What follows belongs to an exercise in optimizing a design on an open flow for small area; a production flow would make more cautious choices.
At most, simulation tests tie the RTL to the original design; equivalence was not proved.
Power is estimated from default activity; no workload was simulated.

==> module ALU, before the edit <==
module ALU (
    input [31:0] aBus,
    input [31:0] barrelOutput,
    input clk,
    input [3:0] aluOp,
    input updateFlags,
    input carryFlag, zeroFlag, overflowFlag, negativeFlag,
    output newCarryFlag, newZeroFlag, newOverflowFlag, newNegativeFlag,
    output [31:0] aluBus
);
    logic [3:0] op;
    always_ff @(posedge clk) op <= aluOp;
    logic [3:0] k;
    logic arith, invA, cinOne, useC;
    always_comb begin
        arith = 1'b1; invA = 1'b0; cinOne = 1'b0; useC = 1'b0;
        case (op)
            4'd0, 4'd8: begin k = 4'b1000; arith = 1'b0; end   
            4'd1, 4'd9: begin k = 4'b0110; arith = 1'b0; end   
            4'd2, 4'd10: begin k = 4'b1001; cinOne = 1'b1; end  
            4'd3: begin k = 4'b1001; invA = 1'b1; cinOne = 1'b1; end  
            4'd4, 4'd11: k = 4'b0110;                            
            4'd5: begin k = 4'b0110; useC = 1'b1; end            
            4'd6: begin k = 4'b1001; useC = 1'b1; end            
            4'd7: begin k = 4'b1001; invA = 1'b1; useC = 1'b1; end  
            4'd12: begin k = 4'b1110; arith = 1'b0; end          
            4'd13: begin k = 4'b1010; arith = 1'b0; end          
            4'd14: begin k = 4'b0100; arith = 1'b0; end          
            default: begin k = 4'b0101; arith = 1'b0; end        
        endcase
    end
    wire gA  = arith & ~invA;
    wire gNA = arith & invA;
    wire cin = cinOne | (useC & carryFlag);
    logic [31:0] p, g;
    always_comb begin
        for (int i = 0; i < 32; i++) begin
            p[i] = k[{aBus[i], barrelOutput[i]}];
            g[i] = ~p[i] & (aBus[i] ? gA : gNA);
        end
    end
    wire [32:0] c;
    PrefixCarry pc (.g(g), .p(p), .cin(cin), .c(c));
    wire [31:0] res = p ^ c[31:0];
    assign aluBus = res;
    assign newCarryFlag    = updateFlags ? c[32] : carryFlag;
    assign newOverflowFlag = updateFlags ? (c[32] ^ c[31]) : overflowFlag;
    assign newZeroFlag     = updateFlags ? (res == 32'd0) : zeroFlag;
    assign newNegativeFlag = updateFlags ? res[31] : negativeFlag;
endmodule
==> flow/config.mk <==
export PLATFORM = sky130hd
export DESIGN_NAME = ARM7Execute
export DESIGN_NICKNAME = ARM7Execute
export VERILOG_FILES = /design/flow/design.v
export SDC_FILE = /design/flow/constraint.sdc
export NUM_CORES = 4
export LEC_CHECK = 0
export ABC_AREA = 1
export CAP_MARGIN = 20
export CORE_MARGIN = 2
export CORE_UTILIZATION = 30
export SLEW_MARGIN = 20
==> flow/constraint.sdc <==
create_clock -name core_clock -period 13.0 [get_ports {clk}]
set_input_delay 2.6000 -clock core_clock [delete_from_list [all_inputs] [get_ports {clk}]]
set_output_delay 2.6000 -clock core_clock [all_outputs]
set_load 0.01 [all_outputs]
standard.sh (not shown) runs the stock make flow with config.mk's settings and CLKGATE_MAP_FILE= SYNTH_SCRIPT=/design/flow/synth_recipe.tcl, a recipe that flattens the netlist after the stock synthesis.
==> flow/flow/run.sh <==
#!/bin/bash
# Standard ORFS layout with two changes: synthesis maps with ABC's area
# mapper (flow/abc_area.script) and skips Yosys's full-adder extraction, and
# the port buffers are the library's smallest buffer (buf_1). Every other
# step is the standard one.
set -euo pipefail
W=$PWD
mkdir -p "$W/orfs_scripts"
cp -r "$FLOW_HOME/scripts/." "$W/orfs_scripts/"
cp "$W/flow/abc_area.script" "$W/orfs_scripts/abc_area.script"
bash standard.sh SCRIPTS_DIR="$W/orfs_scripts" ABC_AREA=1 ADDER_MAP_FILE= synth > "$W/synth.log" 2>&1
bash standard.sh "BUFFER_PORTS_ARGS=-buffer_cell sky130_fd_sc_hd__buf_1" > "$W/layout.log" 2>&1
==> flow/flow/abc_area.script <==
strash
dch -f
amap
topo
Change:
--- a/flow/design.v
+++ b/flow/design.v
@@ -41,31 +41,24 @@
     input carryFlag, zeroFlag, overflowFlag, negativeFlag,
     output newCarryFlag, newZeroFlag, newOverflowFlag, newNegativeFlag,
     output [31:0] aluBus
 );
     logic [3:0] op;
     always_ff @(posedge clk) op <= aluOp;
-    logic [3:0] k;
-    logic arith, invA, cinOne, useC;
-    always_comb begin
-        arith = 1'b1; invA = 1'b0; cinOne = 1'b0; useC = 1'b0;
-        case (op)
-            4'd0, 4'd8: begin k = 4'b1000; arith = 1'b0; end   
-            4'd1, 4'd9: begin k = 4'b0110; arith = 1'b0; end   
-            4'd2, 4'd10: begin k = 4'b1001; cinOne = 1'b1; end  
-            4'd3: begin k = 4'b1001; invA = 1'b1; cinOne = 1'b1; end  
-            4'd4, 4'd11: k = 4'b0110;                            
-            4'd5: begin k = 4'b0110; useC = 1'b1; end            
-            4'd6: begin k = 4'b1001; useC = 1'b1; end            
-            4'd7: begin k = 4'b1001; invA = 1'b1; useC = 1'b1; end  
-            4'd12: begin k = 4'b1110; arith = 1'b0; end          
-            4'd13: begin k = 4'b1010; arith = 1'b0; end          
-            4'd14: begin k = 4'b0100; arith = 1'b0; end          
-            default: begin k = 4'b0101; arith = 1'b0; end        
-        endcase
-    end
+    function automatic logic member(input logic [3:0] v, input logic [15:0] set);
+        member = set[v];
+    endfunction
+    wire [3:0] k;
+    assign k[0] = member(op, 16'b1000_0100_1100_1100);   
+    assign k[1] = member(op, 16'b0011_1010_0011_0010);   
+    assign k[2] = member(op, 16'b1101_1010_0011_0010);   
+    assign k[3] = member(op, 16'b0011_0101_1100_1101);   
+    wire arith  = member(op, 16'b0000_1100_1111_1100);
+    wire invA   = member(op, 16'b0000_0000_1000_1000);   
+    wire cinOne = member(op, 16'b0000_0100_0000_1100);   
+    wire useC   = member(op, 16'b0000_0000_1110_0000);   
     wire gA  = arith & ~invA;
     wire gNA = arith & invA;
     wire cin = cinOne | (useC & carryFlag);
     logic [31:0] p, g;
     always_comb begin
         for (int i = 0; i < 32; i++) begin
=> Synthesized cell count went down by 1.5%. Critical path depth went down by 5. Maximum frequency went up by 1.4%. Wire length went down by 3.8%. Cell area went down by 2.8%. First-iteration DRC count went up by 9.9%. Die area went down by 2.1%. Global-route usage went down by 0.23 points. Worst setup slack improved by 0.17 ns. Total power went down by 4.0%. Combinational power went down by about 0.7%.

---

Another version of the RTL of ARM7Execute (not shown whole).
For scale: ~820 cells after synthesis, roughly 130 I/O pins, about 0.0054 mm2 of cells after synthesis.
==> module BarrelShifter, before the edit <==
module BarrelShifter(
    input clk,
    input [31:0] b_bus,
    input [1:0] shift_type,
    input [4:0] shift_amount_imm,
    input [7:0] shift_amount_reg,
    input reg_shift,
    output logic [31:0] alu_input
);
    logic [31:0] b_q;
    logic [1:0]  t_q;
    logic [4:0]  n_q;
    logic        big_q;
    wire reg_big = |shift_amount_reg[7:5];
    always_ff @(posedge clk) begin
        b_q   <= b_bus;
        t_q   <= shift_type;
        n_q   <= shift_amount_reg[4:0] | {5{reg_big & (shift_type == 2'b10)}};
        big_q <= reg_big & ~shift_type[1];
    end
    wire [31:0] b   = reg_shift ? b_q : b_bus;
    wire [1:0]  t   = reg_shift ? t_q : shift_type;
    wire [4:0]  n   = reg_shift ? n_q : shift_amount_imm;
    wire        zero = reg_shift & big_q;
    wire left = (t == 2'b00);
    wire wrap = (t == 2'b11) | left;    
    wire fill = (t == 2'b10) & b[31];
    logic [7:0] LT, EQ;
    logic [3:0] LE;
    always_comb begin
        for (int h = 0; h < 8; h++) begin
            LT[h] = ~zero & (~left | (n[4:2] < 7 - h));
            EQ[h] = ~zero & left & (n[4:2] == 7 - h);
        end
        for (int l = 0; l < 4; l++)
            LE[l] = (n[1:0] <= 3 - l);
    end
    logic [31:0] bm;
    always_comb
        for (int i = 0; i < 32; i++)
            bm[i] = b[i] & (LT[i/4] | EQ[i/4] & LE[i%4]);
    wire [4:0] r = left ? (5'd0 - n) : n;
    logic [31:0] s [0:5];
    assign s[0] = bm;
    genvar k, i;
    generate for (k = 0; k < 5; k++) begin : st
        for (i = 0; i < 32; i++) begin : bt
            if (i + (1 << k) < 32) begin : in_range
                assign s[k+1][i] = r[k] ? s[k][i + (1 << k)] : s[k][i];
            end else begin : wrapped
                assign s[k+1][i] = r[k] ? (wrap ? s[k][i + (1 << k) - 32] : fill) : s[k][i];
            end
        end
    end endgenerate
    assign alu_input = s[5];
endmodule
==> flow/config.mk <==
export PLATFORM = sky130hd
export DESIGN_NAME = ARM7Execute
export DESIGN_NICKNAME = ARM7Execute
export VERILOG_FILES = /design/flow/design.v
export SDC_FILE = /design/flow/constraint.sdc
export NUM_CORES = 4
export LEC_CHECK = 0
export ABC_AREA = 1
export CAP_MARGIN = 20
export CORE_MARGIN = 2
export CORE_UTILIZATION = 30
export SLEW_MARGIN = 20
==> flow/constraint.sdc <==
create_clock -name core_clock -period 13.0 [get_ports {clk}]
set_input_delay 2.6000 -clock core_clock [delete_from_list [all_inputs] [get_ports {clk}]]
set_output_delay 2.6000 -clock core_clock [all_outputs]
set_load 0.01 [all_outputs]
Scripts as last shown in full above: flow/flow/run.sh, flow/flow/abc_area.script
Change:
--- a/flow/design.v
+++ b/flow/design.v
@@ -101,25 +101,11 @@
     wire        zero = reg_shift & big_q;
     wire left = (t == 2'b00);
     wire wrap = (t == 2'b11) | left;    
     wire fill = (t == 2'b10) & b[31];
-    logic [7:0] LT, EQ;
-    logic [3:0] LE;
-    always_comb begin
-        for (int h = 0; h < 8; h++) begin
-            LT[h] = ~zero & (~left | (n[4:2] < 7 - h));
-            EQ[h] = ~zero & left & (n[4:2] == 7 - h);
-        end
-        for (int l = 0; l < 4; l++)
-            LE[l] = (n[1:0] <= 3 - l);
-    end
-    logic [31:0] bm;
-    always_comb
-        for (int i = 0; i < 32; i++)
-            bm[i] = b[i] & (LT[i/4] | EQ[i/4] & LE[i%4]);
     wire [4:0] r = left ? (5'd0 - n) : n;
     logic [31:0] s [0:5];
-    assign s[0] = bm;
+    assign s[0] = b;
     genvar k, i;
     generate for (k = 0; k < 5; k++) begin : st
         for (i = 0; i < 32; i++) begin : bt
             if (i + (1 << k) < 32) begin : in_range
@@ -128,9 +114,21 @@
                 assign s[k+1][i] = r[k] ? (wrap ? s[k][i + (1 << k) - 32] : fill) : s[k][i];
             end
         end
     end endgenerate
-    assign alu_input = s[5];
+    logic [7:0] LT, EQ;
+    logic [3:0] LE;
+    always_comb begin
+        for (int h = 0; h < 8; h++) begin
+            LT[h] = ~zero & (~left | (n[4:2] < h));
+            EQ[h] = ~zero & left & (n[4:2] == h);
+        end
+        for (int l = 0; l < 4; l++)
+            LE[l] = (n[1:0] <= l);
+    end
+    always_comb
+        for (int i = 0; i < 32; i++)
+            alu_input[i] = s[5][i] & (LT[i/4] | EQ[i/4] & LE[i%4]);
 endmodule
 module BranchHandler (
     input overflow_flag,
     input carry_flag,
Effect: The new run passed the timing, DRC and antenna checks; die area went down by about 0.7%; final area went down by about 5%; sequential share of layout area went up by 0.69 points; via count hardly moves; routed wire length went up by 2.8%; worst setup slack gains 150 ps; synthesized area went down by 0.76%; final cell count went down by about 3%; non-clock buffer count went down by 35; global-route usage went up by 0.85 points; clock-buffer cell count stays the same; clock power went down by about 10%.
Only the layout flow was run in the first run of this note; the RTL was not checked for function there.

## what the ideal ports hide
In the flow no input, the clock included, has a driving cell. The finished layouts below were timed again as built, in two steps. Step 1, drivers: a clkbuf_16 drives clk and a buf_2 each remaining input, both assumed. Step 2 moves the port delays by t, midway between the first and last clock arrival at a register: inputs arrive t later, outputs are due t later. That takes back most of the time a late clock gives input paths. Three values: ideal, step 1, step 2; two values: the first two.
| run | t (ns) | setup WS [ns] | clock arrival spread, ns |
|---|---|---|---|
| the first run of note 1 | 0.323 | 0.651 / 0.626 / 0.626 | 0.005 / 0.004 |
| the second run of note 1 | 0.336 | 0.821 / 0.789 / 0.789 | 0.010 / 0.010 |
| the first run of note 2 | 0.324 | 0.607 / 0.574 / 0.574 | 0.009 / 0.008 |
| the second run of note 2 | 0.341 | 0.756 / 0.725 / 0.725 | 0.005 / 0.005 |
After both steps setup and hold are still met in every run listed. The setup slack of the first run of note 2, which loses most, moves by -0.033 ns with the drivers and by -0.033 ns with both steps.
